Background: an optimization exercise with open tools, aiming at small area and a short achievable clock period. Do not read the settings as production practice. RTL that was checked went through simulation tests only; none was proved equivalent to the original. Power is estimated from default activity; no workload was simulated.

==> job 7565 <==
Design fir_15, start of the top module:
module fir_15 #
  (
    parameter integer C_S00_AXIS_TDATA_WIDTH  = 32,
    parameter integer C_M00_AXIS_TDATA_WIDTH  = 32
  )
  (
  input wire  s00_axis_aclk, s00_axis_aresetn,
  input wire  s00_axis_tlast, s00_axis_tvalid,
  input wire [C_S00_AXIS_TDATA_WIDTH-1 : 0] s00_axis_tdata,
  input wire [(C_S00_AXIS_TDATA_WIDTH/8)-1: 0] s00_axis_tstrb,
  output logic  s00_axis_tready,
  input wire  m00_axis_tready,
  output logic  m00_axis_tvalid, m00_axis_tlast,
  output logic [C_M00_AXIS_TDATA_WIDTH-1 : 0] m00_axis_tdata,
  output logic [(C_M00_AXIS_TDATA_WIDTH/8)-1: 0] m00_axis_tstrb
  );
Settings: LEC_CHECK=0, CAP_MARGIN=20, CORE_MARGIN=2, CORE_UTILIZATION=60, SETUP_SLACK_MARGIN=4.0, SLEW_MARGIN=20; clock period 7.5 ns.
run.sh (not shown) runs the stock make flow with config.mk's settings and CLKGATE_MAP_FILE= SYNTH_SCRIPT=/design/flow/synth_recipe.tcl, a recipe that flattens the netlist after the stock synthesis.
==> job 8997: changes against job 7565 <==
Settings changed: CORE_UTILIZATION 60 to 40.
==> notes <==
Synthesized cell count is the same in job 7565 and job 8997.
Global-route usage: job 7565 is higher than job 8997 (9.2 points).
Of job 7565 and job 8997, job 7565 has the higher via count (gap 2.7%, measured against job 8997).
Between job 8997 and job 7565, the lower worst hold slack is in job 8997 (gap 0.00059 ns).
Against job 8997, the design area of job 7565 is smaller by 1.7%.
Of job 8997 and job 7565, job 8997 has the higher die area (gap 49%, measured against job 7565).
Job 8997 finished with timing, DRC and antenna clean. Job 7565 ran to the end with no violations.
In job 8997 the combinational power is smaller than in job 7565, by about 2%.
Of job 8997 and job 7565, job 8997 has the higher register-to-register slack (gap 0.03 ns).
Of job 8997 and job 7565, job 8997 has the higher clock skew (gap 0.015 ns).
In sequential power, job 7565 and job 8997 hardly differ.
Between job 7565 and job 8997, the lower setup slack is in job 7565 (gap 0.019 ns).
==> figures <==
quantity                                                             job 8997                 job 7565
Footprint of the flip-flops and latches                            13500 um^2               13400 um^2
Critical R2R Capture                                     y10[23]$_SDFFE_PN0P_       y1[7]$_SDFFE_PN0P_
Largest fanout of any net on the critical path                              5                        3
Initial standard-cell utilization of the core                           0.402                    0.603
Worst hold slack                                                     0.475 ns                 0.476 ns
Net Switching                                                         2.87 mW                  2.86 mW
Worst Tran Pin Value                                                  1.04 ns                  1.04 ns
Overall fraction of global-route tracks in use                          0.157                    0.249
Met3 usage in global routing                                           0.0220                   0.0325
Area of the core                                                   98100 um^2               65400 um^2
Placement row count                                                       115                       94
Post-route setup slack                                                3.51 ns                  3.50 ns
Fraction of power spent switching nets                                  0.284                    0.291
Area taken by multi-input logic gates                              23100 um^2               23100 um^2
Terminating pin of the worst hold path                    y2[30]$_SDFFE_PN0P_      y2[17]$_SDFFE_PN0P_
Worst slack at placement                                              3.01 ns                  2.72 ns
Clock distribution area overhead in the final layout                   0.0598                   0.0550
Status                                                complete, no violations  complete, no violations
Sequential cell area share                                              0.299                    0.304
Well Taps                                                                1287                      864
Global-route track usage on met1                                        0.195                    0.294
Critical path capture point                                m00_axis_tdata[29]       m00_axis_tdata[13]
Highest clock rate                                                  0.251 GHz                0.250 GHz

========
==> 01-12 <==
fir_15, a different RTL version from the one above (not shown whole).
clock: 7.5 ns
lec_check: 0
cap_margin: 20
core_margin: 2
core_utilization: 50
setup_slack_margin: 3.9
slew_margin: 20
==> 05-11 (differences from 01-12) <==
--- a/flow/config.mk
+++ b/flow/config.mk
@@ -10,3 +10,3 @@
 export CORE_UTILIZATION = 50
-export SETUP_SLACK_MARGIN = 3.9
+export SETUP_SLACK_MARGIN = 4.2
 export SLEW_MARGIN = 20
==> notes.md <==
Switching portion of total power: 05-11 30.76%; 01-12 31.12%
DP Wirelength: 05-11 57,680 um; 01-12 58,270 um
# nets final: 05-11 4,931; 01-12 4,845
Hold Path Origin: 05-11 o0[7]; 01-12 y2[13]
Maximum fanout along the worst path: 05-11 2; 01-12 4
Logic power comb: 05-11 3.82 mW; 01-12 3.51 mW
Number of buffers inserted to repair setup after CTS: 05-11 96; 01-12 27
Wire length of the first global-routing pass: 05-11 142,800 um; 01-12 141,200 um
Internal power: 05-11 8.277 mW; 01-12 8.048 mW
Global routing met3 resource utilization: 05-11 2.797%; 01-12 2.600%
Final Critical Period: 05-11 4248 ps; 01-12 4241 ps
Startpoint of the worst register-to-register path: 05-11 xr[20]; 01-12 xr[0]
Register-to-Register Path Depth: 05-11 12; 01-12 14
Routing usage on met1: 05-11 24.10%; 01-12 23.52%
Result of the run: 05-11 finished clean; 01-12 finished clean
Net switching power: 05-11 3.677 mW; 01-12 3.637 mW
Number of clock-tree buffers in the layout: 05-11 132; 01-12 122
Number of non-clock buffers: 05-11 259; 01-12 172
Gpl congestion: 05-11 0.7462; 01-12 0.7516
Skew final: 05-11 19.22 ps; 01-12 19.70 ps
GRT Overall Usage: 05-11 20.07%; 01-12 19.71%
Proportion of cell area occupied by multi-input gates: 05-11 53.05%; 01-12 53.91%
Function was not checked in any run of this note: the RTL went through the layout flow alone.

[separate check: timing with driven ports]
How much do the figures lean on ideal ports? The routed layouts below were timed once more, with nothing changed but the port constraints. Step 1, drivers: a clkbuf_16 drives s00_axis_aclk and a buf_2 each remaining input, both assumed. Step 2 moves the port delays by t, midway between the first and last clock arrival at a register: inputs arrive t later, outputs are due t later. That takes back most of the time a late clock gives input paths. Three values: ideal ports, drivers, drivers and shift; two values: the first two.
run	shift t [ns]	setup WS [ns]	worst setup path after step 2
job 7565	0.673	3.495 / 3.431 / 3.301	input to register
job 8997	0.682	3.515 / 3.452 / 3.516	input to register
01-12	0.707	3.259 / 3.194 / 3.308	input to register
05-11	0.698	3.252 / 3.184 / 3.410	input to register
After both steps setup and hold are still met in every run listed. For job 7565, which loses most, drivers alone change the setup slack by -0.064 ns; drivers and shift together by -0.194 ns.
